Context: an optimization exercise on an open-source flow, tuned for small area and a short achievable clock period. The choices shown serve that exercise and are no tape-out recipe. Where RTL was checked, it was by simulation tests only, not by an equivalence proof against the original. The RTL of runs 2 to 8 was laid out without a check of its function. Power and IR drop assume default switching activity.

==> flow/design.v <==
module axis_dwidth_upsizer #(
  parameter WIDTH      = 32,  
  parameter NUM_REG    =  4  
)(
    input  logic aclk,                     
    input  logic aresetn,               
    input  logic s_axis_tvalid,   
    output logic s_axis_tready,   
    input  logic [WIDTH-1:0] s_axis_tdata,     
    input  logic s_axis_tlast,   
    output logic m_axis_tvalid,   
    input  logic m_axis_tready,   
    output logic [WIDTH*NUM_REG-1:0] m_axis_tdata,     
    output logic m_axis_tlast
);
    localparam READY = 0;
    localparam LOAD = 1;
    localparam WRTARRAY = 2;
  logic [NUM_REG*WIDTH - 1:0] s_reg;
  logic [32:0] cnt;
  logic [1:0] state_reg;
  logic m_axis_tlast_local;
  always @(posedge aclk) begin
    if (aresetn == 0) begin
      state_reg       <= READY;
      cnt             <=  0;
      s_axis_tready   <=  1;
      m_axis_tvalid   <=  0;
      m_axis_tlast    <=  0;
      m_axis_tlast_local <= 0;
      s_reg           <= '0;
    end else begin
      m_axis_tdata    <= s_reg;
      if (s_axis_tlast == 1) m_axis_tlast_local <= 1;
      case (state_reg)
        READY:
          begin
            cnt <=  0;
            if (s_axis_tvalid == 1) begin
              s_reg[WIDTH-1:0] <= s_axis_tdata;
              state_reg   <= LOAD;
              cnt           <= cnt + 1;
            end
          end
        LOAD:
          begin
            if (cnt < NUM_REG & m_axis_tlast_local == 1) begin
              s_reg <= (s_reg << WIDTH);
              cnt            <= cnt + 1;
              state_reg      <= LOAD;
            end else if (cnt < NUM_REG  & s_axis_tvalid == 1) begin
              s_reg <= (s_reg << WIDTH) | s_axis_tdata;
              cnt            <= cnt + 1;
              state_reg      <= LOAD;
            end else if (cnt < NUM_REG & s_axis_tvalid == 0) 
              state_reg <= LOAD;
            else begin
              state_reg       <= WRTARRAY;
              s_axis_tready   <= 0;
              m_axis_tvalid   <= 1;
              m_axis_tlast    <= m_axis_tlast_local;
              cnt <= 0;
            end
          end
        WRTARRAY:
          begin
            if (m_axis_tready == 1) begin
              state_reg       <= READY;
              m_axis_tvalid <= 0;
              s_axis_tready   <= 1;
              m_axis_tlast    <= 0;
              m_axis_tlast_local <= 0;
            end
          end
      endcase
    end
  end
endmodule
==> flow/run.sh <==
#!/bin/bash
# synth_recipe.tcl (not shown) runs the flow's synth.tcl, then flattens the netlist and writes it again
# the make line also repeats each setting of config.mk as NAME=value (left out here)
make -C /OpenROAD-flow-scripts/flow DESIGN_CONFIG=/design/flow/config.mk WORK_HOME=/design/flow/orfs CLKGATE_MAP_FILE= SYNTH_SCRIPT=/design/flow/synth_recipe.tcl finish
==> flow/config.mk <==
export PLATFORM = sky130hd
export DESIGN_NAME = axis_dwidth_upsizer
export DESIGN_NICKNAME = axis_dwidth_upsizer
export VERILOG_FILES = /design/flow/design.v
export SDC_FILE = /design/flow/constraint.sdc
export NUM_CORES = 4
export LEC_CHECK = 0
export CAP_MARGIN = 20
export CORE_MARGIN = 2
export CORE_UTILIZATION = 40
export SLEW_MARGIN = 20
==> flow/constraint.sdc <==
create_clock -name core_clock -period 3.5 [get_ports {aclk}]
set_input_delay 0.7000 -clock core_clock [delete_from_list [all_inputs] [get_ports {aclk}]]
set_output_delay 0.7000 -clock core_clock [all_outputs]
set_load 0.01 [all_outputs]
==> impl_metrics.py, run 1 <==
metrics = {
    "clocking": {
        "cts_buffers": 29,
        "cts.sinks": 295,
        "cts_hold_buf": 0,
        "cts_max_level": 1,
        "cts_setup_buffers": 0,
        "cts_root_buffer": "clkbuf_16",
        "clk_path_buf_depth": 3,
        "cts_resized": 0,
        "cts_tree": "done",
        "clk_pin_slew_worst_paths_ns": 0.06,
        "clk_latency_ns": 0.53,
    },
    "yosys": {
        "async_flop_share_pct": 0,
        "synthXorXnorAreaFrac_pct": 2.62,
        "synth_warnings": 1,
        "synth.area.mux_share_pct": 3.19,
        "synth_top_area_cell": "edfxtp_1",
        "synth_fa_ha_area_share_pct": 0.604,
        "yosysUniqueCellTypes": 40,
        "avgSynthCellArea_um2": 11.3,
        "synth.cell_area_um2": 10400,
        "synth_top_family_by_area": "simple AND/OR/NAND/NOR gates",
        "yosysTopAreaCellShare_pct": 37.1,
        "synth_edf_count": 128,
        "ys_seq_elements": 295,
        "yosysSeqAreaShare_pct": 69.4,
        "yosys.area_share.simple_pct": 15.7,
        "synth_common_cells": "266 x nand2_1, 167 x dfxtp_1, 128 x edfxtp_1",
        "synthCells": 915,
        "synthTopCellsByArea": "edfxtp_1 37%, dfxtp_1 32%, nand2_1 9.6%",
        "ys.flop_type": "dfxtp_1",
        "syn_nets": 957,
        "synth.most_common_cell": "nand2_1",
        "synth_compound_gate_area_share_pct": 5.83,
    },
    "worst_hold_path": {
        "min_path_type": "reg2reg",
        "hold_depth": 0,
        "min_to": "m_axis_tdata[118]",
        "hp-start": "s_reg[118]",
    },
    "worst_setup_path": {
        "endpoint_kind": "flip-flop",
        "cp.arrival_ns": 3.13,
        "r2r-end": "s_reg[50]",
        "crit_start": "cnt[6]",
        "crit_type": "reg2reg",
        "cp-start-kind": "flip-flop",
        "critPathRequiredTime_ns": 3.88,
        "r2r_slack_ns": 0.75,
        "ff2ff_path_depth": 6,
        "r2r-start": "cnt[6]",
        "critPathMaxFanout": 52,
    },
    "routing": {
        "first_iter_violations": 443,
        "wirelength_mm": 22.6,
        "vias": 6860,
        "viasPerCell": 4.82,
        "ant_nets": 0,
        "wl_per_cell_um": 15.9,
        "first_pass_iters": 5,
        "drc_errors": 0,
    },
    "sta": {
        "rsz0062_at_grt": "no",
        "final-setup-viol-count": 0,
        "fin_crit_ns": 2.75,
        "finalMaxSlewViolations": 0,
        "hold_violations": 0,
        "worst_slew_pin_slew_ns": 0.890,
        "finClkSkew_ns": 0.00677,
        "fin_setup_tns_ns": 0,
        "finalCritPeriodShare_pct": 78.6,
        "maxSlewHeadroom_pct": 40.2,
        "fmax_mhz": 364,
    },
    "global_route": {
        "grt_max_degree": 164,
        "overflow": 0,
        "gr-usage-all-layers_pct": 16.3,
        "grt_pass1_wl_mm": 35.0,
        "grt_pass1_vias": 6321,
        "antenna_found_initial": 0,
    },
    "pwr": {
        "p_total_uw": 7250,
        "p_per_area_nw_per_um2": 549,
        "p_switching_uw": 1640,
        "switching_share_pct": 22.7,
        "p_seq_share_pct": 52.8,
        "p_int_uw": 5610,
        "clkPwrFrac_pct": 38.7,
        "p_comb_share_pct": 8.5,
        "p_leak_uw": 0.00463,
        "vdd_ir_drop_max_v": 0.000331,
    },
    "floorplan": {
        "dieHeight_um": 165,
        "num_io_pins": 168,
        "rows": 58,
        "dieArea_um2": 27200,
        "core-area_um2": 25300,
        "start_util_pct": 40.9,
        "fp.dieW_um": 165,
    },
    "layout": {
        "final_nets": 1113,
        "fin_cells": 1423,
        "area_delta_synth_final_pct": 27.4,
        "drive_above_1_share_pct": 5.22,
        "num_antenna_cells": 0,
    },
    "status": {
        "status": "timing/DRC/antenna clean",
    },
    "placement": {
        "dpl.cell_count": 1369,
        "dpl.hpwl_mm": 14.3,
        "gp_congestion": 0.819,
        "port-buffer-count": 167,
    },
    "job": {
        "maxCapViolCount": 0,
    },
}
worst max-delay path: stages (launching register included):
cell and delay [ns]:
dfxtp_1 0.37, nor4_1 0.47, nand4_1 0.35, or4_4 0.90
buf_12 0.30, nand2_1 0.10, a21oi_1 0.07
logic make-up (layout without fill, tap and decap cells):
logic type | Yosys count | after routing
flip-flops | 295 | 295
multiplexers | 33 | 33
AND/OR/NAND/NOR | 381 | 381
buffers and inverters | 56 | 234
XOR/XNOR | 31 | 31
AO/OA/AOI/OAI | 114 | 114
adder cells (fa/ha/maj) | 5 | 5
through the flow:
step | setup WS [ns] | area [um^2] | hold WS [ns] | util (%)
detailed placement | 0.589 | 12300 | 0.418 | 48.6
floorplan | 1.47 | 10400 | 0.408 | -
global route | 0.585 | 13200 | 0.440 | 52.1
global placement | 0.661 | 12300 | 0.412 | 48.6
CTS | 0.743 | 13200 | 0.428 | 52.0
finish | 0.750 | 13200 | 0.429 | 52.1
final cells by class:
type                            count  area, um^2
Inverter                            7        27.5
Tap cell                          330         413
Fill cell                        2267       12100
Timing Repair Buffer              174        1780
Sequential cell                   295        7190
Multi-Input combinational cell    564        2940
Clock buffer                       44         812
Clock inverter                      9        45.0
placed cells by master (no fill, tap or decap), types with 3 or more instances in the layout:
cell type,instances
buf_12,4
clkdlybuf4s50_1,166
xnor2_1,19
clkinv_2,7
o21ai_0,4
clkbuf_1,12
clkbuf_8,3
a21oi_1,98
nand4_1,14
nor2_1,44
ha_1,5
inv_1,6
dfxtp_1,167
nor2b_1,3
and4_1,7
clkbuf_16,29
nor4_1,9
nand3_1,9
mux2i_1,33
and3_1,6
nor3_1,9
xor2_1,12
edfxtp_1,128
nand2_1,266
power by group through the flow:
stage	clock [uW]	combinational [uW]	sequential, uW
after floorplan	0	260	3920
after global placement	0	614	3900
after detailed placement	0	620	3900
after CTS	2890	621	3830
after global routing	3020	667	3840
final	2810	615	3830
worst max path at each step:
stage | to | slack [ns] | depth (start not counted)
3_5_place_dp | s_reg[50] | 0.59 | 5
3_3_place_gp | s_reg[113] | 0.66 | 5
5_1_grt | s_reg[45] | 0.59 | 6
4_1_cts | s_reg[118] | 0.74 | 5
2_1_floorplan | s_reg[100] | 1.47 | 8
6_report | s_reg[50] | 0.75 | 6
layer usage:
layer | vias up | GRT usage [%] | part of all wire [%]
li1 | 3449 | - | -
met1 | 3209 | 24.3 | 48
met2 | 173 | 24.8 | 45
met3 | 29 | 2.84 | 5.5
met4 | 0 | 3.95 | 1.7
met5 | - | 0 | 0
==> inputs of run 2 (changes only) <==
==> flow/design.v (replaced) <==
module axis_dwidth_upsizer #(
  parameter WIDTH      = 32,  
  parameter NUM_REG    =  4  
)(
    input  logic aclk,
    input  logic aresetn,
    input  logic s_axis_tvalid,
    output logic s_axis_tready,
    input  logic [WIDTH-1:0] s_axis_tdata,
    input  logic s_axis_tlast,
    output logic m_axis_tvalid,
    input  logic m_axis_tready,
    output logic [WIDTH*NUM_REG-1:0] m_axis_tdata,
    output logic m_axis_tlast
);
  logic [NUM_REG*WIDTH-1:0] s_reg;
  logic [2:0] cnt;
  logic       vld;    
  logic       rdy;    
  logic       tl;     
  logic       fill;   
  wire full  = (cnt == NUM_REG);
  wire acc   = ~vld & ~full;           
  wire shift = (acc & s_axis_tvalid) | fill;
  always @(posedge aclk) begin
    if (shift)
      s_reg <= {s_reg[(NUM_REG-1)*WIDTH-1:0], s_axis_tdata & {WIDTH{~fill}}};
  end
  logic [2:0] cnt_n;
  logic       vld_n, tl_n;
  always @* begin
    cnt_n = cnt;
    vld_n = vld;
    tl_n  = tl;
    if (vld) begin
      if (m_axis_tready) begin
        vld_n = 0;
        tl_n  = 0;
      end
    end else if (full) begin
      vld_n = 1;
      cnt_n = 0;
    end else begin
      if (s_axis_tlast) tl_n = 1;
      if (shift) cnt_n = cnt + 1;
    end
  end
  always @(posedge aclk) begin
    if (aresetn == 0) begin
      cnt  <= 0;
      vld  <= 0;
      rdy  <= 1;
      tl   <= 0;
      fill <= 0;
    end else begin
      cnt  <= cnt_n;
      vld  <= vld_n;
      rdy  <= ~vld_n;
      tl   <= tl_n;
      fill <= tl_n & (cnt_n != 0) & (cnt_n != NUM_REG) & ~vld_n;
    end
  end
  assign s_axis_tready = rdy;
  assign m_axis_tvalid = vld;
  assign m_axis_tdata  = s_reg;
  assign m_axis_tlast  = tl;
endmodule
==> flow/flow/run.sh (new file) <==
#!/bin/bash
# Standard ORFS layout, with the port buffers made of the smallest buffer cell
# (buffer_ports otherwise picks a clock delay buffer for every port).
set -euo pipefail
bash standard.sh BUFFER_PORTS_ARGS="-buffer_cell sky130_fd_sc_hd__buf_1" finish > orfs_make.log 2>&1
==> flow/standard.sh (new file) <==
#!/bin/bash
# synth_recipe.tcl (not shown) runs the flow's synth.tcl, then flattens the netlist and writes it again
# the make line also repeats each setting of config.mk as NAME=value (left out here)
make -C /OpenROAD-flow-scripts/flow DESIGN_CONFIG=/design/flow/config.mk WORK_HOME=/design/flow/orfs CLKGATE_MAP_FILE= SYNTH_SCRIPT=/design/flow/synth_recipe.tcl "${@:-finish}"
removed: flow/run.sh
==> run 2 against run 1 <==
Net effect: core utilization up 1.4 points; via count is 65% lower; power decreased by 42%; sequential power is 44% lower; synthesized cell count decreased by 78%; combinational power down 32%; critical endpoint is now s_reg[118]; clock power fell by 42%; critical path type unchanged.
==> impl_metrics.py, run 2 <==
metrics = {
    "floorplan": {
        "start_util_pct": 40.8,
        "core-area_um2": 10800,
        "dieArea_um2": 11900,
        "dieHeight_um": 109,
        "fp.dieW_um": 109,
        "rows": 38,
        "num_io_pins": 168,
    },
    "yosys": {
        "yosysUniqueCellTypes": 24,
        "synth.cell_area_um2": 4400,
        "synthTopCellsByArea": "edfxtp_1 87%, nor2b_1 4.1%, dfxtp_1 3.2%",
        "yosysSeqAreaShare_pct": 90.5,
        "syn_nets": 242,
        "synthCells": 203,
        "synth_warnings": 1,
        "async_flop_share_pct": 0,
        "synth.most_common_cell": "edfxtp_1",
        "yosysTopAreaCellShare_pct": 87.3,
        "synth_common_cells": "128 x edfxtp_1, 29 x nor2b_1, 7 x dfxtp_1",
        "synth_edf_count": 128,
        "synth_top_area_cell": "edfxtp_1",
        "ys_seq_elements": 135,
        "avgSynthCellArea_um2": 21.7,
        "ys.flop_type": "edfxtp_1",
    },
    "clocking": {
        "cts_max_level": 4,
        "clk_pin_slew_worst_paths_ns": 0.06,
        "cts_tree": "done",
        "cts_resized": 0,
        "clk_latency_ns": 0.50,
        "cts_buffers": 17,
        "clk_path_buf_depth": 2,
        "cts_setup_buffers": 0,
        "cts_hold_buf": 0,
        "cts_root_buffer": "clkbuf_8",
        "cts.sinks": 135,
    },
    "sta": {
        "worst_slew_pin_slew_ns": 0.537,
        "final-setup-viol-count": 0,
        "fin_setup_tns_ns": 0,
        "maxSlewHeadroom_pct": 64.2,
        "finClkSkew_ns": 0.00842,
        "finalCritPeriodShare_pct": 67.9,
        "fmax_mhz": 421,
        "rsz0062_at_grt": "no",
        "hold_violations": 0,
        "finalMaxSlewViolations": 0,
        "fin_crit_ns": 2.38,
    },
    "worst_setup_path": {
        "crit_type": "reg2reg",
        "slowest_delay_ns": 0.52,
        "ff2ff_path_depth": 5,
        "worst-path-buf-inv": 2,
        "r2r_slack_ns": 1.12,
        "cp.arrival_ns": 2.54,
        "cp_top_family": "compound AO/OA/AOI/OAI gates",
        "critPathRequiredTime_ns": 3.66,
        "slowest_stage": "a21o_4",
        "cp-start-kind": "flip-flop",
        "r2r-end": "s_reg[118]",
        "endpoint_kind": "flip-flop",
        "path_cells": "inv_1, ha_1, a21oi_1, a21o_4, buf_4",
        "r2r-start": "cnt[0]",
        "critPathMaxFanout": 41,
    },
    "routing": {
        "vias": 2424,
        "first_pass_iters": 4,
        "wl_per_cell_um": 14.8,
        "ant_nets": 0,
        "drc_errors": 0,
        "viasPerCell": 4.49,
        "wirelength_mm": 7.97,
        "first_iter_violations": 100,
    },
    "pwr": {
        "p_per_area_nw_per_um2": 728,
        "vdd_ir_drop_max_v": 0.000268,
        "p_total_uw": 4200,
        "p_leak_uw": 0.00199,
    },
    "global_route": {
        "grt_pass1_vias": 2305,
        "overflow": 0,
        "grt_max_degree": 61,
        "antenna_found_initial": 0,
        "grt_pass1_wl_mm": 11.8,
        "gr-usage-all-layers_pct": 13.8,
    },
    "layout": {
        "area_delta_synth_final_pct": 31.1,
        "largest_register_ff_count": 128,
        "drive_above_1_share_pct": 9.25,
        "layout_commonest_cell": "buf_1",
        "final_nets": 427,
        "final_cell_mix": "167 x buf_1, 128 x edfxtp_1, 29 x nor2b_1",
        "num_antenna_cells": 0,
    },
    "placement": {
        "gp_congestion": 0.726,
        "port-buffer-count": 167,
        "dpl.hpwl_mm": 5.56,
    },
    "worst_hold_path": {
        "min_path_type": "reg2reg",
        "min_to": "s_reg[52]",
        "hp-start": "s_reg[20]",
        "hold_depth": 0,
    },
    "job": {
        "maxCapViolCount": 0,
    },
    "status": {
        "status": "timing/DRC/antenna clean",
    },
}
## run 2: logic make-up after synthesis
group / share of synthesized area (%)
AOI/OAI and AO/OA: 1.82
DFF: 90.5
buffers and inverters: 0.852
adders and majority gates: 0.568
muxes: 0.227
and+or+nand+nor: 6.08
## run 2: final cells by class
| cell class | count | area, um^2 |
|---|---|---|
| fill | 897 | 5020 |
| timing repair buffer | 170 | 662 |
| tap | 140 | 175 |
| clock buffer | 17 | 414 |
| multi-input combinational | 60 | 390 |
| clock inverter | 14 | 133 |
| sequential | 135 | 3980 |
| inverter | 4 | 15.0 |
## run 2: worst reg2reg max path, stage by stage, from the launching register on
cell and delay, ns:
dfxtp_1 0.40, inv_1 0.11, ha_1 0.24, a21oi_1 0.29, a21o_4 0.52, buf_4 0.47
## run 2: per-layer routing
layer  global-route usage (%)  vias up  share of wire, %
met5                        0        -                 0
met4                     6.50        0               1.2
met3                     5.68        8               7.8
met2                     22.4      107                51
met1                     16.0     1161                40
li1                         -     1148                 -
## run 2: per-stage QoR
step	hold WS, ns	setup WS, ns	util (%)	instances	instance area, um^2
floorplan	0.476	0.680	-	203	4410
global placement	0.429	1.30	48.4	509	5230
detailed placement	0.432	1.14	48.4	509	5230
CTS	0.434	1.12	53.5	540	5770
global route	0.429	0.958	53.5	540	5770
finish	0.442	1.12	53.5	540	5770
## run 2: worst max-delay path by stage
stage	from	end	slack [ns]	depth (start not counted)
final	cnt[0]	s_reg[118]	1.12	5
after global routing	cnt[0]	s_reg[118]	0.96	5
after CTS	cnt[0]	s_reg[120]	1.12	5
after detailed placement	cnt[0]	s_reg[22]	1.14	5
after global placement	s_axis_tvalid	s_reg[122]	1.30	3
after floorplan	cnt[0]	s_reg[0]	0.68	4
## run 2: power breakdown
part	total, uW	leakage [uW]	switching [uW]	internal, uW
combinational	421	0.000378	295	126
clock	1620	0.000265	617	999
sequential	2160	0.00135	95.5	2070
==> inputs of run 3 (changes only) <==
--- a/flow/config.mk
+++ b/flow/config.mk
@@ -7,5 +7,6 @@
 export LEC_CHECK = 0
 export CAP_MARGIN = 20
 export CORE_MARGIN = 2
-export CORE_UTILIZATION = 40
+export CORE_UTILIZATION = 60
+export CTS_BUF_LIST = sky130_fd_sc_hd__clkbuf_4 sky130_fd_sc_hd__clkbuf_8
 export SLEW_MARGIN = 20
==> run 3 against run 2 <==
Net effect: critical endpoint is now s_reg[117]; setup slack better by 0.086 ns; synthesized cell count stayed put; critical path depth stayed put; critical path type unchanged; cell count is 7.2% lower; sequential share of layout area is 2.2 points higher; area after synthesis stayed put; routed wire length is 8.4% lower; clock skew is 0.00064 ns lower; via count is 1.2% lower; die area is 32% lower; still clean; power is 7.8% lower.
==> impl_metrics.py, run 3 <==
metrics = {
    "worst_setup_path": {
        "critPathMaxFanout": 53,
        "r2r-end": "s_reg[117]",
        "r2r_slack_ns": 1.21,
        "ff2ff_path_depth": 5,
        "r2r-start": "cnt[0]",
        "crit_type": "reg2reg",
        "slowest_stage": "a21o_4",
        "cp-start-kind": "flip-flop",
        "critPathRequiredTime_ns": 3.59,
        "endpoint_kind": "flip-flop",
        "cp.arrival_ns": 2.38,
        "slowest_delay_ns": 0.58,
        "path_cells": "inv_1, ha_1, a21oi_1, a21o_4, buf_4",
    },
    "routing": {
        "first_pass_iters": 5,
        "drc_errors": 0,
        "ant_nets": 0,
        "vias": 2396,
        "first_iter_violations": 160,
        "wl_per_cell_um": 14.6,
        "wirelength_mm": 7.30,
        "viasPerCell": 4.78,
    },
    "floorplan": {
        "dieArea_um2": 8040,
        "dieHeight_um": 89.7,
        "num_io_pins": 168,
        "fp.dieW_um": 89.7,
        "start_util_pct": 61.4,
        "core-area_um2": 7180,
        "rows": 31,
    },
    "placement": {
        "dpl.hpwl_mm": 5.12,
        "port-buffer-count": 167,
        "dpl.cell_count": 469,
        "gp_congestion": 0.714,
        "dpl_cell_area_um2": 5180,
    },
    "clocking": {
        "clk_pin_slew_worst_paths_ns": 0.07,
        "cts.sinks": 135,
        "cts_buffers": 17,
        "clk_latency_ns": 0.41,
        "cts_hold_buf": 0,
        "cts_setup_buffers": 0,
        "cts_max_level": 4,
        "cts_resized": 0,
        "cts_tree": "done",
        "clk_path_buf_depth": 2,
        "cts_root_buffer": "clkbuf_8",
    },
    "layout": {
        "fillers": 425,
        "post-route-cell-area_um2": 5600,
        "final_cell_mix": "167 x buf_1, 128 x edfxtp_1, 29 x nor2b_1",
        "layout_commonest_cell": "buf_1",
        "drive_above_1_share_pct": 9.95,
        "largest_register_ff_count": 128,
        "fin_cells": 501,
        "final_nets": 428,
        "area_delta_synth_final_pct": 27.1,
        "num_antenna_cells": 0,
    },
    "yosys": {
        "synth.cell_area_um2": 4400,
        "ys_seq_elements": 135,
        "yosysTopAreaCellShare_pct": 87.3,
        "synth.most_common_cell": "edfxtp_1",
        "syn_nets": 242,
        "synth_compound_gate_area_share_pct": 1.82,
        "synthTopCellsByArea": "edfxtp_1 87%, nor2b_1 4.1%, dfxtp_1 3.2%",
        "synth.area.mux_share_pct": 0.227,
        "synth_top_family_by_area": "simple AND/OR/NAND/NOR gates",
        "async_flop_share_pct": 0,
        "yosysUniqueCellTypes": 24,
        "synth_fa_ha_area_share_pct": 0.568,
        "synth_warnings": 1,
        "yosys.area_share.simple_pct": 6.08,
        "yosysSeqAreaShare_pct": 90.5,
        "ys.flop_type": "edfxtp_1",
        "synth_edf_count": 128,
        "synth_common_cells": "128 x edfxtp_1, 29 x nor2b_1, 7 x dfxtp_1",
        "synthXorXnorAreaFrac_pct": 0,
        "avgSynthCellArea_um2": 21.7,
        "synth_top_area_cell": "edfxtp_1",
        "synthCells": 203,
    },
    "pwr": {
        "p_switching_uw": 963,
        "p_seq_share_pct": 55.7,
        "p_per_area_nw_per_um2": 692,
        "clkPwrFrac_pct": 33.5,
        "vdd_ir_drop_max_v": 0.000420,
        "p_int_uw": 2910,
        "p_comb_share_pct": 10.8,
        "switching_share_pct": 24.9,
        "p_leak_uw": 0.00193,
    },
    "global_route": {
        "antenna_found_initial": 0,
        "grt_max_degree": 54,
        "gr-usage-all-layers_pct": 18.1,
        "grt_pass1_wl_mm": 10.3,
        "grt_pass1_vias": 2147,
        "overflow": 0,
    },
    "worst_hold_path": {
        "hp-start": "s_reg[82]",
        "min_to": "s_reg[114]",
        "min_path_type": "reg2reg",
        "hold_depth": 0,
    },
    "sta": {
        "final-setup-viol-count": 0,
        "rsz0062_at_grt": "no",
        "hold_violations": 0,
        "maxSlewHeadroom_pct": 57.2,
        "fin_setup_tns_ns": 0,
        "finClkSkew_ns": 0.00779,
        "worst_slew_pin_slew_ns": 0.643,
        "fmax_mhz": 436,
        "finalCritPeriodShare_pct": 65.5,
        "fin_crit_ns": 2.29,
        "finalMaxSlewViolations": 0,
    },
    "job": {
        "maxCapViolCount": 0,
    },
    "status": {
        "status": "timing/DRC/antenna clean",
    },
}
-- run 3: changes by cell type in the layout (fill, tap and decap cells not counted) --
cell and change:
buf_4 +1, bufinv_16 +1, clkbuf_16 -16, clkbuf_4 +1
clkbuf_8 +16, clkinv_1 -1, clkinv_2 -4, clkinv_4 +3
inv_6 +1
-- run 3: worst max-delay path by stage --
| stage | endpoint | cells past startpoint | from |
|---|---|---|---|
| 2_1_floorplan | s_reg[0] | 4 | cnt[0] |
| 3_3_place_gp | s_reg[14] | 3 | s_axis_tvalid |
| 3_5_place_dp | s_reg[14] | 5 | cnt[0] |
| 4_1_cts | s_reg[81] | 5 | cnt[0] |
| 5_1_grt | s_reg[81] | 5 | cnt[0] |
| 6_report | s_reg[117] | 5 | cnt[0] |
-- run 3: layout make-up --
type / instances / area [um^2] / area share (%)
Clock buffer: 18 / 241 / 4.31
Sequential cell: 135 / 3980 / 71.2
Inverter: 4 / 15.0 / 0.268
Clock inverter: 14 / 174 / 3.11
Timing Repair Buffer: 171 / 669 / 12.0
Multi-Input combinational cell: 60 / 390 / 6.97
Tap cell: 99 / 124 / 2.21
-- run 3: cell families after synthesis --
kind of cell    Yosys count
buf+inv                   8
fa+ha+maj                 2
mux                       1
simple gates             45
compound gates           12
flops                   135
-- run 3: through the flow --
stage | hold WS [ns] | power [uW] | utilization (%) | worst slack (ns)
finish | 0.447 | 3870 | 78.0 | 1.21
global route | 0.450 | 4050 | 78.0 | 1.00
CTS | 0.443 | 3910 | 78.0 | 1.20
detailed placement | 0.430 | 2620 | 72.2 | 1.20
global placement | 0.426 | 2600 | 72.2 | 1.24
floorplan | 0.476 | 2410 | - | 0.680
-- run 3: worst max-delay path, delay by kind of cell (launching register included) --
kind	cells	cell delay, ns
AO/OA/AOI/OAI	2	0.82
adder cells (fa/ha/maj)	1	0.23
buffers and inverters	2	0.52
flip-flops	1	0.37
-- run 3: routing by layer --
layer | track usage [%] | part of all wire [%]
met3 | 9.51 | 9.6
met4 | 8.96 | 1.5
met5 | 0 | 0
met1 | 20.6 | 38
met2 | 28.3 | 51
-- run 3: power groups by stage --
stage / clock [uW] / combinational, uW / sequential, uW
2_1_floorplan: 0 / 104 / 2300
3_3_place_gp: 0 / 421 / 2180
3_5_place_dp: 0 / 427 / 2190
4_1_cts: 1320 / 428 / 2160
5_1_grt: 1390 / 468 / 2190
6_report: 1300 / 420 / 2160
==> inputs of run 4 (changes only) <==
==> flow/design.v (replaced) <==
module axis_dwidth_upsizer #(
  parameter WIDTH      = 32,  
  parameter NUM_REG    =  4  
)(
    input  logic aclk,
    input  logic aresetn,
    input  logic s_axis_tvalid,
    output logic s_axis_tready,
    input  logic [WIDTH-1:0] s_axis_tdata,
    input  logic s_axis_tlast,
    output logic m_axis_tvalid,
    input  logic m_axis_tready,
    output logic [WIDTH*NUM_REG-1:0] m_axis_tdata,
    output logic m_axis_tlast
);
  localparam CW = $clog2(NUM_REG);
  logic [NUM_REG*WIDTH-1:0] s_reg;
  logic [CW-1:0] cnt;    
  logic       acc;       
  logic       full;      
  logic       vld;       
  logic       rdy;       
  logic       tl;        
  logic       fill;      
  wire shift = (acc & s_axis_tvalid) | fill;
  wire last  = shift & (cnt == NUM_REG - 1);
  always @(posedge aclk) begin
    if (shift)
      s_reg <= {s_reg[(NUM_REG-1)*WIDTH-1:0], s_axis_tdata & {WIDTH{~fill}}};
  end
  logic [CW-1:0] cnt_n;
  logic acc_n, full_n, vld_n, tl_n;
  always @* begin
    cnt_n  = shift ? cnt + 1'b1 : cnt;
    acc_n  = acc ? ~last : (vld & m_axis_tready);
    full_n = acc & last;
    vld_n  = full | (vld & ~m_axis_tready);
    if (acc)
      tl_n = tl | s_axis_tlast;
    else if (vld & m_axis_tready)
      tl_n = 0;
    else
      tl_n = tl;
  end
  always @(posedge aclk) begin
    if (aresetn == 0) begin
      cnt  <= 0;
      acc  <= 1;
      full <= 0;
      vld  <= 0;
      rdy  <= 1;
      tl   <= 0;
      fill <= 0;
    end else begin
      cnt  <= cnt_n;
      acc  <= acc_n;
      full <= full_n;
      vld  <= vld_n;
      rdy  <= ~vld_n;
      tl   <= tl_n;
      fill <= tl_n & acc_n & (cnt_n != 0);
    end
  end
  assign s_axis_tready = rdy;
  assign m_axis_tvalid = vld;
  assign m_axis_tdata  = s_reg;
  assign m_axis_tlast  = tl;
endmodule
--- a/flow/config.mk
+++ b/flow/config.mk
@@ -8,5 +8,5 @@
 export CAP_MARGIN = 20
 export CORE_MARGIN = 2
 export CORE_UTILIZATION = 60
-export CTS_BUF_LIST = sky130_fd_sc_hd__clkbuf_4 sky130_fd_sc_hd__clkbuf_8
+export CTS_BUF_LIST = sky130_fd_sc_hd__clkbuf_8
 export SLEW_MARGIN = 20
==> run 4 against run 3 <==
Net effect: critical path depth fell by 1; via count fell by 3.8%; design area fell by 0.29%; clock power rose by 7%; power rose by 9.0%; die area fell by 0.65%; critical endpoint is now s_reg[9]; core utilization rose by 0.20 points; synthesized cell count fell by 4.4%; highest routed layer unchanged; routed wire length fell by 2.7%; hold slack barely moved; global-route usage fell by 0.51 points.
==> impl_metrics.py, run 4 <==
metrics = {
    "sta": {
        "rsz0062_at_grt": "no",
        "fmax_mhz": 570,
        "finalMaxSlewViolations": 0,
        "fin_crit_ns": 1.76,
        "worst_slew_pin_slew_ns": 0.634,
        "finalCritPeriodShare_pct": 50.2,
        "hold_violations": 0,
        "final-setup-viol-count": 0,
        "finClkSkew_ns": 0.00860,
        "maxSlewHeadroom_pct": 57.7,
        "fin_setup_tns_ns": 0,
    },
    "pwr": {
        "p_int_uw": 3170,
        "p_leak_uw": 0.00194,
        "p_switching_uw": 1050,
        "p_per_area_nw_per_um2": 756,
        "vdd_ir_drop_max_v": 0.000426,
        "p_seq_share_pct": 54.5,
        "p_comb_share_pct": 12.6,
        "clkPwrFrac_pct": 32.8,
        "switching_share_pct": 24.9,
    },
    "worst_setup_path": {
        "critPathRequiredTime_ns": 3.54,
        "worst-path-buf-inv": 3,
        "cp-start-kind": "flip-flop",
        "path_cells": "buf_4, a21oi_4, clkinvlp_4, buf_12",
        "ff2ff_path_depth": 4,
        "r2r_slack_ns": 1.74,
        "r2r-end": "s_reg[9]",
        "crit_type": "reg2reg",
        "endpoint_kind": "flip-flop",
        "slowest_stage": "buf_12",
        "slowest_delay_ns": 0.49,
        "r2r-start": "fill",
        "crit_start": "fill",
        "cp_top_family": "buffers and inverters",
        "cp.arrival_ns": 1.79,
        "critPathMaxFanout": 128,
    },
    "layout": {
        "multi_input_area_um2": 348,
        "drive_above_1_share_pct": 8.70,
        "fillers": 423,
        "final_cell_mix": "167 x buf_1, 128 x edfxtp_1, 34 x nor2b_1",
        "final_nets": 417,
        "layout_commonest_cell": "buf_1",
        "seqCellArea_um2": 4000,
        "final_util_pct": 78.2,
        "num_antenna_cells": 0,
        "largest_register_ff_count": 128,
        "area_delta_synth_final_pct": 27.6,
    },
    "floorplan": {
        "rows": 31,
        "dieArea_um2": 7990,
        "num_io_pins": 168,
        "fp.dieW_um": 89.4,
        "dieHeight_um": 89.4,
        "start_util_pct": 61.3,
        "core-area_um2": 7140,
    },
    "global_route": {
        "grt_util_met2_pct": 27.7,
        "grt_pass1_wl_mm": 10.1,
        "grt_pass1_vias": 2148,
        "use_met1_pct": 19.8,
        "grt-busiest-layer": "met2",
        "grt_max_degree": 129,
        "antenna_found_initial": 0,
        "overflow": 0,
        "grt.met3_usage_pct": 9.14,
        "gr-usage-all-layers_pct": 17.6,
    },
    "yosys": {
        "synth.cell_area_um2": 4370,
        "synth_warnings": 1,
        "synth_common_cells": "128 x edfxtp_1, 34 x nor2b_1, 8 x dfxtp_1",
        "synth_edf_count": 128,
        "yosysTopAreaCellShare_pct": 87.9,
        "avgSynthCellArea_um2": 22.5,
        "synth.most_common_cell": "edfxtp_1",
        "ys.flop_type": "edfxtp_1",
        "async_flop_share_pct": 0,
        "synthCells": 194,
        "syn_nets": 232,
        "ys_seq_elements": 136,
        "synthTopCellsByArea": "edfxtp_1 88%, nor2b_1 4.9%, dfxtp_1 3.7%",
        "yosysSeqAreaShare_pct": 91.5,
        "synth_top_area_cell": "edfxtp_1",
        "yosysUniqueCellTypes": 19,
    },
    "placement": {
        "dpl.hpwl_mm": 4.73,
        "port-buffer-count": 167,
        "gp_congestion": 0.811,
    },
    "routing": {
        "viasPerCell": 4.70,
        "first_iter_violations": 135,
        "wirelength_mm": 7.11,
        "wl_per_cell_um": 14.5,
        "first_pass_iters": 4,
        "vias": 2305,
        "drc_errors": 0,
        "ant_nets": 0,
    },
    "status": {
        "status": "timing/DRC/antenna clean",
    },
    "clocking": {
        "cts_root_buffer": "clkbuf_8",
        "cts_max_level": 4,
        "cts_setup_buffers": 0,
        "clk_latency_ns": 0.41,
        "cts_hold_buf": 0,
        "clk_path_buf_depth": 2,
        "cts_resized": 0,
        "cts_tree": "done",
        "cts.sinks": 136,
        "clk_pin_slew_worst_paths_ns": 0.07,
        "cts_buffers": 17,
    },
    "worst_hold_path": {
        "hold_depth": 0,
        "hp-start": "s_reg[59]",
        "min_to": "s_reg[91]",
        "min_path_type": "reg2reg",
    },
    "job": {
        "maxCapViolCount": 0,
    },
}
==> run 4: cell families after synthesis <==
kind of cell / synth area share (%)
flip-flops: 91.5
AND/OR/NAND/NOR: 5.63
AO/OA/AOI/OAI: 1.60
buffers and inverters: 0.515
XOR/XNOR: 0.200
multiplexers: 0.229
adder cells (fa/ha/maj): 0.286
==> run 4: worst max path at each step <==
| stage | endpoint | slack, ns | cells after the start |
|---|---|---|---|
| after floorplan | s_reg[0] | 0.25 | 2 |
| after global placement | s_reg[101] | 1.54 | 4 |
| after detailed placement | s_reg[76] | 1.52 | 4 |
| after CTS | s_reg[8] | 1.74 | 4 |
| after global routing | s_reg[49] | 1.62 | 4 |
| final | s_reg[9] | 1.74 | 4 |
==> run 4: per-layer routing <==
| layer | wire length, um | share of wire (%) |
|---|---|---|
| met5 | 0 | 0 |
| met4 | 150 | 2.1 |
| met3 | 657 | 9.2 |
| met2 | 3640 | 51 |
| met1 | 2660 | 37 |
==> run 4: stage by stage <==
| step | instances | hold WS (ns) | area [um^2] | setup WS [ns] | power [uW] |
|---|---|---|---|---|---|
| finish | 490 | 0.447 | 5580 | 1.74 | 4220 |
| global route | 490 | 0.455 | 5580 | 1.62 | 4410 |
| CTS | 490 | 0.445 | 5580 | 1.74 | 4260 |
| detailed placement | 459 | 0.431 | 5140 | 1.52 | 2880 |
| global placement | 459 | 0.426 | 5140 | 1.54 | 2850 |
| floorplan | 194 | 0.431 | 4380 | 0.251 | 2610 |
==> run 4: cell type report <==
cell class              count  area share (%)
repair buffers            169            11.7
clock buffers              17            4.19
well taps                  99            2.22
multi-input cells          53            6.23
flip-flops and latches    136            71.7
inverters                   2           0.202
clock inverters            14            3.70
==> run 4: power by group through the flow <==
stage,Clock (uW),Combinational [uW],Sequential [uW]
2_1_floorplan,0,129,2490
3_3_place_gp,0,534,2320
3_5_place_dp,0,540,2340
4_1_cts,1420,543,2310
5_1_grt,1470,596,2340
6_report,1390,534,2300
==> inputs of run 5 (changes only) <==
--- a/flow/config.mk
+++ b/flow/config.mk
@@ -9,4 +9,5 @@
 export CORE_MARGIN = 2
 export CORE_UTILIZATION = 60
 export CTS_BUF_LIST = sky130_fd_sc_hd__clkbuf_8
+export SETUP_SLACK_MARGIN = 2.0
 export SLEW_MARGIN = 20
==> run 5 against run 4 <==
Net effect: synthesized cell count did not move; count of clock-buffer cells in the layout did not move; setup slack improved by 0.051 ns; largest cell class unchanged; still clean on timing, DRC and antenna; critical path depth fell by 3.
==> impl_metrics.py, run 5 <==
metrics = {
    "status": {
        "status": "timing/DRC/antenna clean",
    },
    "floorplan": {
        "start_util_pct": 61.3,
        "core-area_um2": 7140,
        "dieHeight_um": 89.4,
        "fp.dieW_um": 89.4,
        "rows": 31,
        "num_io_pins": 168,
        "dieArea_um2": 7990,
    },
    "clocking": {
        "cts_tree": "done",
        "clk_latency_ns": 0.42,
        "cts_max_level": 4,
        "cts_hold_buf": 0,
        "clk_path_buf_depth": 2,
        "clk_pin_slew_worst_paths_ns": 0.07,
        "cts_buffers": 17,
        "cts.sinks": 136,
        "cts_root_buffer": "clkbuf_8",
    },
    "yosys": {
        "synth.cell_area_um2": 4370,
        "ys_seq_elements": 136,
        "yosysUniqueCellTypes": 19,
        "synth_top_area_cell": "edfxtp_1",
        "avgSynthCellArea_um2": 22.5,
        "yosysSeqAreaShare_pct": 91.5,
        "ys.flop_type": "edfxtp_1",
        "synth_edf_count": 128,
        "synthTopCellsByArea": "edfxtp_1 88%, nor2b_1 4.9%, dfxtp_1 3.7%",
        "yosysTopAreaCellShare_pct": 87.9,
        "async_flop_share_pct": 0,
        "synth_common_cells": "128 x edfxtp_1, 34 x nor2b_1, 8 x dfxtp_1",
        "synth_warnings": 1,
        "synthCells": 194,
        "syn_nets": 232,
        "synth.most_common_cell": "edfxtp_1",
    },
    "layout": {
        "layout_commonest_cell": "edfxtp_1",
        "drive_above_1_share_pct": 49.3,
        "area_delta_synth_final_pct": 41.1,
        "num_antenna_cells": 0,
        "largest_register_ff_count": 128,
        "fin_cells": 551,
        "final_nets": 479,
        "final_util_pct": 86.5,
        "final_cell_mix": "128 x edfxtp_1, 99 x clkbuf_2, 62 x buf_4",
    },
    "worst_setup_path": {
        "ff2ff_path_depth": 3,
        "cp_top_family": "flip-flops",
        "cp.arrival_ns": 1.01,
        "critPathRequiredTime_ns": 2.80,
        "critPathMaxFanout": 2,
        "path_cells": "clkbuf_2",
        "endpoint_kind": "output pin",
        "slowest_delay_ns": 0.42,
        "cp-start-kind": "flip-flop",
        "slowest_stage": "edfxtp_1",
        "worst-path-buf-inv": 1,
        "crit_type": "reg2out",
        "crit_cells": 1,
    },
    "routing": {
        "ant_nets": 0,
        "drc_errors": 0,
        "first_iter_violations": 159,
        "wl_met2_mm": 4.72,
        "wl_per_cell_um": 15.6,
        "vias": 2620,
        "routed.top_layer": "met4",
        "wirelength_mm": 8.58,
        "viasPerCell": 4.75,
        "met3WireLength_um": 634,
        "m1WireLength_mm": 3.04,
        "first_pass_iters": 4,
    },
    "sta": {
        "final-setup-viol-count": 0,
        "maxSlewHeadroom_pct": 75.7,
        "fin_setup_tns_ns": 0,
        "finalMaxSlewViolations": 0,
        "finalCritPeriodShare_pct": 48.7,
        "hold_ws_ns": 0.442,
        "finClkSkew_ns": 0.00715,
        "fin_crit_ns": 1.71,
        "worst_slew_pin_slew_ns": 0.364,
        "rsz0062_at_grt": "yes",
        "fmax_mhz": 586,
        "hold_violations": 0,
    },
    "global_route": {
        "grt_max_degree": 100,
        "antenna_found_initial": 0,
        "overflow": 0,
        "gr-usage-all-layers_pct": 18.7,
        "grt_pass1_wl_mm": 10.4,
        "grt_pass1_vias": 2213,
    },
    "placement": {
        "gp_congestion": 0.778,
        "port-buffer-count": 167,
        "dpl.cell_count": 460,
    },
    "worst_hold_path": {
        "hold_depth": 0,
        "min_path_type": "reg2reg",
    },
    "pwr": {
        "p_leak_uw": 0.00259,
        "vdd_ir_drop_max_v": 0.000443,
        "p_per_area_nw_per_um2": 685,
        "p_total_uw": 4230,
    },
    "job": {
        "maxCapViolCount": 0,
    },
}
[run 5: cell counts after synthesis]
No cell type changed its count.
[run 5: layout make-up]
cell class	count	area (um^2)
well taps	99	124
multi-input cells	53	348
inverters	2	11.3
fillers	367	966
clock buffers	17	234
repair buffers	231	1340
flip-flops and latches	136	4010
clock inverters	13	108
[run 5: repair_timing]
item | CTS | global route
gates resized for setup | 32 | 104
cloned | 0 | 1
pin swaps | 0 | 1
setup buffers | 28 | 32
endpoints found under the setup margin | 131 | 230
[run 5: power by group]
group | internal [uW] | total (uW) | switching, uW
logic | 378 | 804 | 426
clock network | 548 | 1110 | 564
registers | 2180 | 2310 | 136
total | 3100 | 4230 | 1130
[run 5: worst paths after layout]
path / endpoint / start / slack [ns]
max: m_axis_tdata[53] / s_reg[53] / 1.79
min: s_reg[123] / s_reg[91] / 0.44
max reg2reg: s_reg[3] / acc / 2.06
min reg2reg: s_reg[123] / s_reg[91] / 0.44
[run 5: stage by stage]
stage	setup WS (ns)	instance area [um^2]
final	1.79	6170
after global routing	1.76	6170
after CTS	1.79	5760
after detailed placement	1.60	5150
after global placement	1.63	5150
after floorplan	0.251	4380
[run 5: logic make-up (layout without fill, tap and decap cells)]
kind of cell | after synthesis | after routing | share of synthesized area (%)
compound gates | 8 | 8 | 1.60
mux | 1 | 1 | 0.229
simple gates | 42 | 42 | 5.63
fa+ha+maj | 1 | 1 | 0.286
flops | 136 | 136 | 91.5
xor+xnor | 1 | 1 | 0.200
buf+inv | 5 | 263 | 0.515
[run 5: layer usage]
| metal | GRT usage (%) | vias to the layer above |
|---|---|---|
| met5 | 0 | - |
| met4 | 9.63 | 0 |
| met3 | 9.14 | 16 |
| met2 | 30.5 | 115 |
| met1 | 20.2 | 1258 |
| li1 | - | 1231 |
==> inputs of run 6 (changes only) <==
==> flow/design.v (replaced) <==
module axis_dwidth_upsizer #(
  parameter WIDTH      = 32,  
  parameter NUM_REG    =  4  
)(
    input  logic aclk,
    input  logic aresetn,
    input  logic s_axis_tvalid,
    output logic s_axis_tready,
    input  logic [WIDTH-1:0] s_axis_tdata,
    input  logic s_axis_tlast,
    output logic m_axis_tvalid,
    input  logic m_axis_tready,
    output logic [WIDTH*NUM_REG-1:0] m_axis_tdata,
    output logic m_axis_tlast
);
  logic [NUM_REG*WIDTH-1:0] s_reg;
  logic [NUM_REG-1:0] pos;    
  logic       full;           
  logic       vld;            
  logic       rdy;            
  logic       tl;             
  logic       fill;           
  wire acc   = |pos;
  wire shift = (acc & s_axis_tvalid) | fill;    
  wire [WIDTH-1:0] din = s_axis_tdata & {WIDTH{~fill}};
  genvar k;
  generate
    for (k = 0; k < NUM_REG; k = k + 1) begin : g_slot
      always @(posedge aclk) begin
        if (pos[k] & (s_axis_tvalid | fill))
          s_reg[(NUM_REG-k)*WIDTH-1 -: WIDTH] <= din;
      end
    end
  endgenerate
  logic [NUM_REG-1:0] pos_n;
  logic full_n, vld_n, tl_n;
  always @* begin
    pos_n  = shift ? {pos[NUM_REG-2:0], 1'b0} : pos;
    pos_n[0] = pos_n[0] | (vld & m_axis_tready);
    full_n = pos[NUM_REG-1] & shift;
    vld_n  = full | (vld & ~m_axis_tready);
    if (acc)
      tl_n = tl | s_axis_tlast;
    else if (vld & m_axis_tready)
      tl_n = 0;
    else
      tl_n = tl;
  end
  always @(posedge aclk) begin
    if (aresetn == 0) begin
      pos  <= 1;
      full <= 0;
      vld  <= 0;
      rdy  <= 1;
      tl   <= 0;
      fill <= 0;
    end else begin
      pos  <= pos_n;
      full <= full_n;
      vld  <= vld_n;
      rdy  <= ~vld_n;
      tl   <= tl_n;
      fill <= tl_n & |pos_n[NUM_REG-1:1];
    end
  end
  assign s_axis_tready = rdy;
  assign m_axis_tvalid = vld;
  assign m_axis_tdata  = s_reg;
  assign m_axis_tlast  = tl;
endmodule
--- a/flow/config.mk
+++ b/flow/config.mk
@@ -9,5 +9,4 @@
 export CORE_MARGIN = 2
 export CORE_UTILIZATION = 60
 export CTS_BUF_LIST = sky130_fd_sc_hd__clkbuf_8
-export SETUP_SLACK_MARGIN = 2.0
 export SLEW_MARGIN = 20
==> run 6 against run 5 <==
Net effect: cell count shrank 11%; maximum frequency shrank 22%; sequential share of layout area grew 6.9 points; area after synthesis grew 0.11%; critical endpoint is now s_reg[23]; setup slack lost 0.49 ns; sequential power shrank 17%; combinational power shrank 74%; core utilization shrank 8.4 points; clock skew grew 0.0017 ns; global-route usage grew 1.3 points.
==> impl_metrics.py, run 6 <==
metrics = {
    "placement": {
        "gp_congestion": 0.793,
        "dpl.hpwl_mm": 5.20,
        "dpl_cell_area_um2": 5160,
        "port-buffer-count": 167,
    },
    "sta": {
        "worst_slew_pin_slew_ns": 1.03,
        "fin_crit_ns": 2.20,
        "final-setup-viol-count": 0,
        "hold_violations": 0,
        "finalCritPeriodShare_pct": 62.8,
        "fin_setup_tns_ns": 0,
        "rsz0062_at_grt": "no",
        "finalMaxSlewViolations": 0,
        "maxSlewHeadroom_pct": 31.2,
        "fmax_mhz": 455,
        "finClkSkew_ns": 0.00887,
    },
    "global_route": {
        "grt_pass1_vias": 2179,
        "grt_max_degree": 36,
        "gr-usage-all-layers_pct": 20.0,
        "grt_util_met2_pct": 30.6,
        "use_met1_pct": 25.7,
        "overflow": 0,
        "antenna_found_initial": 0,
        "grt.met3_usage_pct": 8.40,
        "grt-busiest-layer": "met2",
        "grt_pass1_wl_mm": 11.0,
    },
    "yosys": {
        "synthCells": 196,
        "yosysTopAreaCellShare_pct": 87.8,
        "ys_seq_elements": 137,
        "synth_common_cells": "128 x edfxtp_1, 37 x nor2b_1, 9 x dfxtp_1",
        "synth_edf_count": 128,
        "synthTopCellsByArea": "edfxtp_1 88%, nor2b_1 5.3%, dfxtp_1 4.1%",
        "yosysUniqueCellTypes": 17,
        "synth.most_common_cell": "edfxtp_1",
        "yosysSeqAreaShare_pct": 91.9,
        "syn_nets": 233,
        "synth_warnings": 1,
        "synth.cell_area_um2": 4380,
        "avgSynthCellArea_um2": 22.3,
        "ys.flop_type": "edfxtp_1",
        "synth_top_area_cell": "edfxtp_1",
        "async_flop_share_pct": 0,
    },
    "status": {
        "status": "timing/DRC/antenna clean",
    },
    "routing": {
        "wirelength_mm": 8.08,
        "viasPerCell": 4.88,
        "vias": 2404,
        "first_iter_violations": 188,
        "first_pass_iters": 4,
        "drc_errors": 0,
        "wl_per_cell_um": 16.4,
        "ant_nets": 0,
    },
    "floorplan": {
        "num_io_pins": 168,
        "dieHeight_um": 89.4,
        "core-area_um2": 7180,
        "start_util_pct": 61.0,
        "rows": 31,
        "dieArea_um2": 8000,
        "fp.dieW_um": 89.4,
    },
    "layout": {
        "seqCellArea_um2": 4020,
        "area_delta_synth_final_pct": 27.9,
        "final_nets": 419,
        "drive_above_1_share_pct": 9.39,
        "final_cell_mix": "167 x buf_1, 128 x edfxtp_1, 34 x nor2b_1",
        "num_antenna_cells": 0,
        "layout_commonest_cell": "buf_1",
        "fillers": 421,
        "multi_input_area_um2": 363,
        "largest_register_ff_count": 128,
        "post-route-cell-area_um2": 5600,
    },
    "clocking": {
        "clk_pin_slew_worst_paths_ns": 0.07,
        "cts_hold_buf": 0,
        "cts.sinks": 137,
        "clk_latency_ns": 0.43,
        "cts_buffers": 17,
        "cts_root_buffer": "clkbuf_8",
        "cts_resized": 0,
        "cts_tree": "done",
        "cts_max_level": 4,
        "clk_path_buf_depth": 2,
        "cts_setup_buffers": 0,
    },
    "worst_setup_path": {
        "slowest_delay_ns": 0.86,
        "cp-start-kind": "flip-flop",
        "critPathMaxFanout": 35,
        "slowest_stage": "nor2b_4",
        "crit_type": "reg2reg",
        "endpoint_kind": "flip-flop",
        "cp.arrival_ns": 2.24,
        "worst-path-buf-inv": 1,
        "critPathRequiredTime_ns": 3.54,
        "path_cells": "buf_4, nor2_1, nor2b_4",
        "cp_top_family": "simple AND/OR/NAND/NOR gates",
    },
    "pwr": {
        "p_leak_uw": 0.00183,
        "p_total_uw": 3520,
        "p_per_area_nw_per_um2": 629,
        "vdd_ir_drop_max_v": 0.000360,
    },
    "worst_hold_path": {
        "min_path_type": "reg2reg",
    },
    "job": {
        "maxCapViolCount": 0,
    },
}
==> run 6: kinds of logic (layout without fill, tap and decap cells) <==
kind of cell,after synthesis,count (layout),share of synthesized area (%)
AO/OA/AOI/OAI,7,7,1.06
buffers and inverters,4,202,0.343
flip-flops,137,137,91.9
AND/OR/NAND/NOR,48,48,6.71
==> run 6: report_power, final <==
| group | internal (uW) | switching, uW |
|---|---|---|
| Combinational | 59.7 | 148 |
| Sequential | 1900 | 22.7 |
| Clock | 836 | 560 |
==> run 6: per-layer routing <==
| layer | routed length, um | vias up | part of all wire (%) |
|---|---|---|---|
| met5 | 0 | - | 0 |
| met2 | 3960 | 136 | 49 |
| met1 | 3230 | 1136 | 40 |
| met4 | 197 | 0 | 2.4 |
| met3 | 698 | 19 | 8.6 |
| li1 | - | 1113 | - |
==> run 6: path summary, 6_finish.rpt <==
kind | start | end | slack, ns | cells after the start
setup / recovery | fill | s_reg[23] | 1.30 | 3
setup reg to reg | fill | s_reg[23] | 1.30 | 3
hold / removal | full | rdy | 0.47 | 1
hold reg to reg | full | rdy | 0.47 | 1
==> run 6: layout make-up <==
class	count	area share (%)
Sequential cell	137	71.8
Timing Repair Buffer	170	11.6
Multi-Input combinational cell	55	6.48
Clock buffer	17	4.18
Clock inverter	14	3.66
Tap cell	99	2.21
Inverter	1	0.0670
==> run 6: stage by stage <==
step / util [%] / setup WS, ns / std cells / hold slack [ns]
2_1_floorplan: - / 0.805 / 196 / 0.431
3_3_place_gp: 72.0 / 1.22 / 462 / 0.465
3_5_place_dp: 72.0 / 1.23 / 462 / 0.469
4_1_cts: 78.1 / 1.28 / 493 / 0.483
5_1_grt: 78.1 / 1.15 / 493 / 0.515
6_report: 78.1 / 1.30 / 493 / 0.475
==> inputs of run 7 (changes only) <==
--- a/flow/config.mk
+++ b/flow/config.mk
@@ -8,5 +8,7 @@
 export CAP_MARGIN = 20
 export CORE_MARGIN = 2
 export CORE_UTILIZATION = 60
-export CTS_BUF_LIST = sky130_fd_sc_hd__clkbuf_8
+export CTS_BUF_LIST = sky130_fd_sc_hd__clkbuf_16
+export CTS_CLUSTER_DIAMETER = 100
+export CTS_CLUSTER_SIZE = 40
 export SLEW_MARGIN = 20
==> run 7 against run 6 <==
Net effect: still clean on timing, DRC and antenna; first-iteration DRC count is 26% lower; clock power is 34% higher; routed wire length is 7.5% higher; critical path depth stayed put; flip-flop and latch count stayed put; area after synthesis stayed put; largest power group unchanged.
==> impl_metrics.py, run 7 <==
metrics = {
    "routing": {
        "wirelength_mm": 8.69,
        "wl_per_cell_um": 17.6,
        "vias": 2428,
        "drc_errors": 0,
        "first_pass_iters": 4,
        "first_iter_violations": 140,
        "viasPerCell": 4.92,
        "ant_nets": 0,
    },
    "clocking": {
        "cts.sinks": 137,
        "clk_pin_slew_worst_paths_ns": 0.06,
        "clk_path_buf_depth": 2,
        "cts_tree": "done",
        "cts_hold_buf": 0,
        "cts_root_buffer": "clkbuf_16",
        "clk_latency_ns": 0.41,
        "cts_buffers": 17,
        "cts_setup_buffers": 0,
        "cts_resized": 0,
        "cts_max_level": 4,
    },
    "placement": {
        "dpl.hpwl_mm": 5.20,
        "gp_congestion": 0.793,
        "port-buffer-count": 167,
    },
    "sta": {
        "rsz0062_at_grt": "no",
        "hold_violations": 0,
        "fmax_mhz": 455,
        "worst_slew_pin_slew_ns": 1.02,
        "fin_crit_ns": 2.20,
        "finalMaxSlewViolations": 0,
        "fin_setup_tns_ns": 0,
        "maxSlewHeadroom_pct": 31.8,
        "finClkSkew_ns": 0.00871,
        "finalCritPeriodShare_pct": 62.7,
        "final-setup-viol-count": 0,
    },
    "layout": {
        "final_cell_mix": "167 x buf_1, 128 x edfxtp_1, 34 x nor2b_1",
        "largest_register_ff_count": 128,
        "num_antenna_cells": 0,
        "drive_above_1_share_pct": 9.39,
        "fillers": 385,
        "final_nets": 419,
        "area_delta_synth_final_pct": 32.3,
        "layout_commonest_cell": "buf_1",
        "final_util_pct": 80.7,
    },
    "floorplan": {
        "core-area_um2": 7180,
        "start_util_pct": 61.0,
        "fp.dieW_um": 89.4,
        "dieArea_um2": 8000,
        "dieHeight_um": 89.4,
        "num_io_pins": 168,
        "rows": 31,
    },
    "yosys": {
        "synthCells": 196,
        "synth_warnings": 1,
        "synth_top_family_by_area": "simple AND/OR/NAND/NOR gates",
        "yosys.area_share.simple_pct": 6.71,
        "synth.area.mux_share_pct": 0,
        "synth.most_common_cell": "edfxtp_1",
        "synth_fa_ha_area_share_pct": 0,
        "synthTopCellsByArea": "edfxtp_1 88%, nor2b_1 5.3%, dfxtp_1 4.1%",
        "synthXorXnorAreaFrac_pct": 0,
        "avgSynthCellArea_um2": 22.3,
        "yosysUniqueCellTypes": 17,
        "synth_common_cells": "128 x edfxtp_1, 37 x nor2b_1, 9 x dfxtp_1",
        "yosysSeqAreaShare_pct": 91.9,
        "syn_nets": 233,
        "ys.flop_type": "edfxtp_1",
        "ys_seq_elements": 137,
        "yosysTopAreaCellShare_pct": 87.8,
        "synth_edf_count": 128,
        "synth_top_area_cell": "edfxtp_1",
        "synth.cell_area_um2": 4380,
        "synth_compound_gate_area_share_pct": 1.06,
        "async_flop_share_pct": 0,
    },
    "global_route": {
        "gr-usage-all-layers_pct": 22.3,
        "grt_max_degree": 36,
        "antenna_found_initial": 0,
        "grt_pass1_vias": 2304,
        "grt_pass1_wl_mm": 12.0,
        "overflow": 0,
    },
    "pwr": {
        "p_seq_share_pct": 47.9,
        "p_switching_uw": 807,
        "p_int_uw": 3210,
        "vdd_ir_drop_max_v": 0.000496,
        "p_leak_uw": 0.00192,
        "p_per_area_nw_per_um2": 693,
        "switching_share_pct": 20.1,
        "clkPwrFrac_pct": 46.9,
        "p_comb_share_pct": 5.2,
    },
    "worst_setup_path": {
        "critPathMaxFanout": 35,
        "cp.arrival_ns": 2.22,
        "crit_type": "reg2reg",
        "critPathRequiredTime_ns": 3.52,
        "endpoint_kind": "flip-flop",
        "ff2ff_path_depth": 3,
        "cp-start-kind": "flip-flop",
    },
    "job": {
        "maxCapViolCount": 0,
    },
    "status": {
        "status": "timing/DRC/antenna clean",
    },
    "worst_hold_path": {
        "min_path_type": "reg2reg",
        "hold_depth": 1,
    },
}
[run 7: worst paths after layout]
| check | start | endpoint | slack [ns] |
|---|---|---|---|
| max reg2reg | fill | s_reg[5] | 1.30 |
| max | fill | s_reg[5] | 1.30 |
| min reg2reg | full | rdy | 0.47 |
| min | full | rdy | 0.47 |
[run 7: power by group through the flow]
stage / logic (uW) / clock network [uW] / registers (uW)
2_1_floorplan: 74.7 / 0 / 1990
3_3_place_gp: 205 / 0 / 1950
3_5_place_dp: 210 / 0 / 1950
4_1_cts: 214 / 1910 / 1920
5_1_grt: 236 / 1970 / 1930
6_report: 211 / 1880 / 1920
[run 7: final cells by class]
cell class / instances / area, um^2 / area share, %
Sequential cell: 137 / 4020 / 69.4
Timing Repair Buffer: 170 / 649 / 11.2
Clock buffer: 17 / 425 / 7.34
Multi-Input combinational cell: 55 / 363 / 6.26
Clock inverter: 14 / 205 / 3.54
Tap cell: 99 / 124 / 2.14
Inverter: 1 / 3.75 / 0.0648
[run 7: metrics by stage]
step                      instances  hold slack, ns  total power, uW  instance area (um^2)  setup slack (ns)
after floorplan                 196           0.431             2060                  4380             0.805
after global placement          462           0.465             2160                  5160              1.22
after detailed placement        462           0.469             2160                  5160              1.23
after CTS                       493           0.480             4050                  5790              1.27
after global routing            493           0.539             4130                  5790              1.15
final                           493           0.471             4020                  5790              1.30
[run 7: cells by family after synthesis]
family,count (synthesis)
DFF,137
and+or+nand+nor,48
AOI/OAI and AO/OA,7
buffers and inverters,4
[run 7: per-layer routing]
| metal | vias to the layer above | track usage [%] | wire [um] |
|---|---|---|---|
| met3 | 20 | 8.49 | 777 |
| li1 | 1123 | - | - |
| met2 | 152 | 33.9 | 4290 |
| met4 | 0 | 14.4 | 241 |
| met5 | - | 0 | 0 |
| met1 | 1133 | 27.1 | 3380 |
[run 7: worst max-delay path, stage by stage (launching register included)]
cell and delay (ns):
dfxtp_1 0.30, buf_4 0.36, nor2_1 0.28, nor2b_4 0.86
==> inputs of run 8 (changes only) <==
==> flow/flow/run.sh (replaced) <==
#!/bin/bash
# Standard ORFS layout with: the smallest buffer cell for the port buffers
# (buffer_ports otherwise picks a clock delay buffer), and a shallow clock tree
# of large clock buffers without dummy loads.
set -euo pipefail
CTS="-sink_clustering_enable -repair_clock_nets -dont_use_dummy_load -sink_clustering_size 36 -sink_clustering_max_diameter 100 -buf_list sky130_fd_sc_hd__clkbuf_16 -root_buf sky130_fd_sc_hd__clkbuf_16"
bash standard.sh BUFFER_PORTS_ARGS="-buffer_cell sky130_fd_sc_hd__buf_1" CTS_ARGS="$CTS" finish > orfs_make.log 2>&1
--- a/flow/config.mk
+++ b/flow/config.mk
@@ -8,7 +8,4 @@
 export CAP_MARGIN = 20
 export CORE_MARGIN = 2
 export CORE_UTILIZATION = 60
-export CTS_BUF_LIST = sky130_fd_sc_hd__clkbuf_16
-export CTS_CLUSTER_DIAMETER = 100
-export CTS_CLUSTER_SIZE = 40
 export SLEW_MARGIN = 20
==> run 8 against run 7 <==
Net effect: still clean on timing, DRC and antenna; global-route usage down 2.0 points; power down 13%; count of clock-buffer cells in the layout unchanged; non-clock buffer count unchanged; largest power group unchanged; critical path depth unchanged; via count down 1.8%; routed wire length down 6.9%; core utilization down 2.9 points.
==> impl_metrics.py, run 8 <==
metrics = {
    "status": {
        "status": "timing/DRC/antenna clean",
    },
    "layout": {
        "final_cell_mix": "167 x buf_1, 128 x edfxtp_1, 34 x nor2b_1",
        "largest_register_ff_count": 128,
        "final_nets": 419,
        "area_delta_synth_final_pct": 27.6,
        "fillers": 433,
        "fin_cells": 479,
        "layout_commonest_cell": "buf_1",
        "drive_above_1_share_pct": 6.58,
        "num_antenna_cells": 0,
    },
    "clocking": {
        "clk_latency_ns": 0.39,
        "cts_root_buffer": "clkbuf_16",
        "clk_pin_slew_worst_paths_ns": 0.05,
        "cts.sinks": 137,
        "cts_setup_buffers": 0,
        "cts_tree": "done",
        "clk_path_buf_depth": 2,
        "cts_max_level": 4,
        "cts_buffers": 17,
        "cts_hold_buf": 0,
        "cts_resized": 0,
    },
    "sta": {
        "finClkSkew_ns": 0.0145,
        "final-setup-viol-count": 0,
        "fin_crit_ns": 2.20,
        "fin_setup_tns_ns": 0,
        "fmax_mhz": 454,
        "worst_slew_pin_slew_ns": 1.04,
        "hold_violations": 0,
        "rsz0062_at_grt": "no",
        "finalMaxSlewViolations": 0,
        "finalCritPeriodShare_pct": 62.9,
        "maxSlewHeadroom_pct": 30.8,
    },
    "yosys": {
        "synth_common_cells": "128 x edfxtp_1, 37 x nor2b_1, 9 x dfxtp_1",
        "syn_nets": 233,
        "synth_top_area_cell": "edfxtp_1",
        "ys.flop_type": "edfxtp_1",
        "synth_warnings": 1,
        "ys_seq_elements": 137,
        "synth.cell_area_um2": 4380,
        "synth.most_common_cell": "edfxtp_1",
        "yosysUniqueCellTypes": 17,
        "avgSynthCellArea_um2": 22.3,
        "yosysTopAreaCellShare_pct": 87.8,
        "synthTopCellsByArea": "edfxtp_1 88%, nor2b_1 5.3%, dfxtp_1 4.1%",
        "synthCells": 196,
        "yosysSeqAreaShare_pct": 91.9,
        "synth_edf_count": 128,
        "async_flop_share_pct": 0,
    },
    "routing": {
        "first_pass_iters": 4,
        "wl_per_cell_um": 16.9,
        "vias": 2384,
        "first_iter_violations": 161,
        "ant_nets": 0,
        "drc_errors": 0,
        "wirelength_mm": 8.09,
        "viasPerCell": 4.98,
    },
    "floorplan": {
        "rows": 31,
        "dieHeight_um": 89.4,
        "start_util_pct": 61.0,
        "dieArea_um2": 8000,
        "fp.dieW_um": 89.4,
        "num_io_pins": 168,
        "core-area_um2": 7180,
    },
    "worst_setup_path": {
        "slowest_stage": "nor2b_4",
        "r2r-start": "fill",
        "path_cells": "buf_4, nor2_1, nor2b_4",
        "r2r-end": "s_reg[23]",
        "critPathMaxFanout": 35,
        "critPathRequiredTime_ns": 3.49,
        "endpoint_kind": "flip-flop",
        "crit_path_end": "s_reg[23]",
        "r2r_slack_ns": 1.30,
        "ff2ff_path_depth": 3,
        "crit_start": "fill",
        "slowest_delay_ns": 0.86,
        "crit_type": "reg2reg",
        "cp-start-kind": "flip-flop",
        "cp.arrival_ns": 2.20,
    },
    "pwr": {
        "vdd_ir_drop_max_v": 0.000395,
        "p_per_area_nw_per_um2": 623,
        "p_leak_uw": 0.00182,
    },
    "global_route": {
        "grt_max_degree": 36,
        "overflow": 0,
        "grt_pass1_wl_mm": 11.2,
        "antenna_found_initial": 0,
        "gr-usage-all-layers_pct": 20.3,
        "grt_pass1_vias": 2194,
    },
    "placement": {
        "gp_congestion": 0.793,
        "dpl.hpwl_mm": 5.20,
        "port-buffer-count": 167,
        "dpl.cell_count": 462,
    },
    "worst_hold_path": {
        "hp-start": "full",
        "min_path_type": "reg2reg",
    },
    "job": {
        "maxCapViolCount": 0,
    },
}
## run 8: cell counts after synthesis
No cell type changed its count.
## run 8: layout make-up
cell class	count	area (um^2)	area share, %
clock buffers	17	425	7.61
inverters	1	3.75	0.0672
multi-input cells	55	363	6.49
flip-flops and latches	137	4020	72.0
well taps	99	124	2.22
repair buffers	170	649	11.6
## run 8: cells by family (layout without fill, tap and decap cells)
family / after synthesis / in the layout / synth area share [%]
and+or+nand+nor: 48 / 48 / 6.71
buffers and inverters: 4 / 188 / 0.343
DFF: 137 / 137 / 91.9
AOI/OAI and AO/OA: 7 / 7 / 1.06
## run 8: power by group
| part | total (uW) | internal, uW | switching, uW |
|---|---|---|---|
| clock | 1350 | 837 | 515 |
| combinational | 208 | 59.7 | 148 |
| sequential | 1920 | 1900 | 22.9 |
| total | 3480 | 2800 | 687 |
## run 8: worst min-delay path by stage
| stage | end | depth (start not counted) |
|---|---|---|
| final | rdy | 1 |
| after global routing | rdy | 1 |
| after CTS | rdy | 1 |
| after detailed placement | rdy | 1 |
| after global placement | rdy | 1 |
| after floorplan | rdy | 1 |
## run 8: critical path, delay by kind of cell, from the launching register on
family | cells | cell delay [ns]
buf+inv | 1 | 0.37
flops | 1 | 0.30
simple gates | 2 | 1.13
## run 8: layer usage
layer	GRT usage, %	up-vias	part of all wire, %
li1	-	1102	-
met1	26.2	1140	40
met2	31.5	135	50
met3	8.68	7	9.6
met4	7.06	0	0.67
met5	0	-	0
## run 8: metrics by stage
| stage | hold slack [ns] | cell area, um^2 | setup slack [ns] | total power, uW | utilization (%) |
|---|---|---|---|---|---|
| after floorplan | 0.431 | 4380 | 0.805 | 2060 | - |
| after global placement | 0.465 | 5160 | 1.22 | 2160 | 72.0 |
| after detailed placement | 0.469 | 5160 | 1.23 | 2160 | 72.0 |
| after CTS | 0.480 | 5590 | 1.27 | 3510 | 77.9 |
| after global routing | 0.538 | 5590 | 1.17 | 3610 | 77.9 |
| final | 0.471 | 5590 | 1.30 | 3480 | 77.9 |

-- what the ideal ports hide --
Ports are ideal in the flow. The routed layouts listed here were re-timed in OpenROAD.
Step 1, drivers: a clkbuf_16 drives aclk and a buf_2 each remaining input, both assumed.
Step 2 moves the port delays by t, midway between the first and last clock arrival at a register: inputs arrive t later, outputs are due t later. That takes back most of the time a late clock gives input paths.
Slacks: ideal ports / drivers / drivers and shift; pairs: ideal ports / drivers.
| run | shift t [ns] | slack for setup (ns) | worst setup path at the end | worst slew at a driven data input, ns |
|---|---|---|---|---|
| run 1 | 0.571 | 0.750 / 0.750 / 0.668 | input to register | 0.09 |
| run 2 | 0.528 | 1.122 / 1.122 / 1.122 | register to register | 0.05 |
| run 3 | 0.437 | 1.208 / 1.208 / 1.208 | register to register | 0.06 |
| run 4 | 0.431 | 1.744 / 1.744 / 1.479 | input to register | 0.06 |
| run 5 | 0.445 | 1.795 / 1.765 / 1.574 | input to register | 0.06 |
| run 6 | 0.447 | 1.303 / 1.303 / 1.221 | input to register | 0.05 |
| run 7 | 0.437 | 1.304 / 1.304 / 1.206 | input to register | 0.05 |
| run 8 | 0.412 | 1.297 / 1.297 / 1.212 | input to register | 0.05 |
After both steps every run listed still meets setup and hold. The setup slack of run 4, which loses most, moves by 0.000 ns with the drivers and by -0.265 ns with both steps.
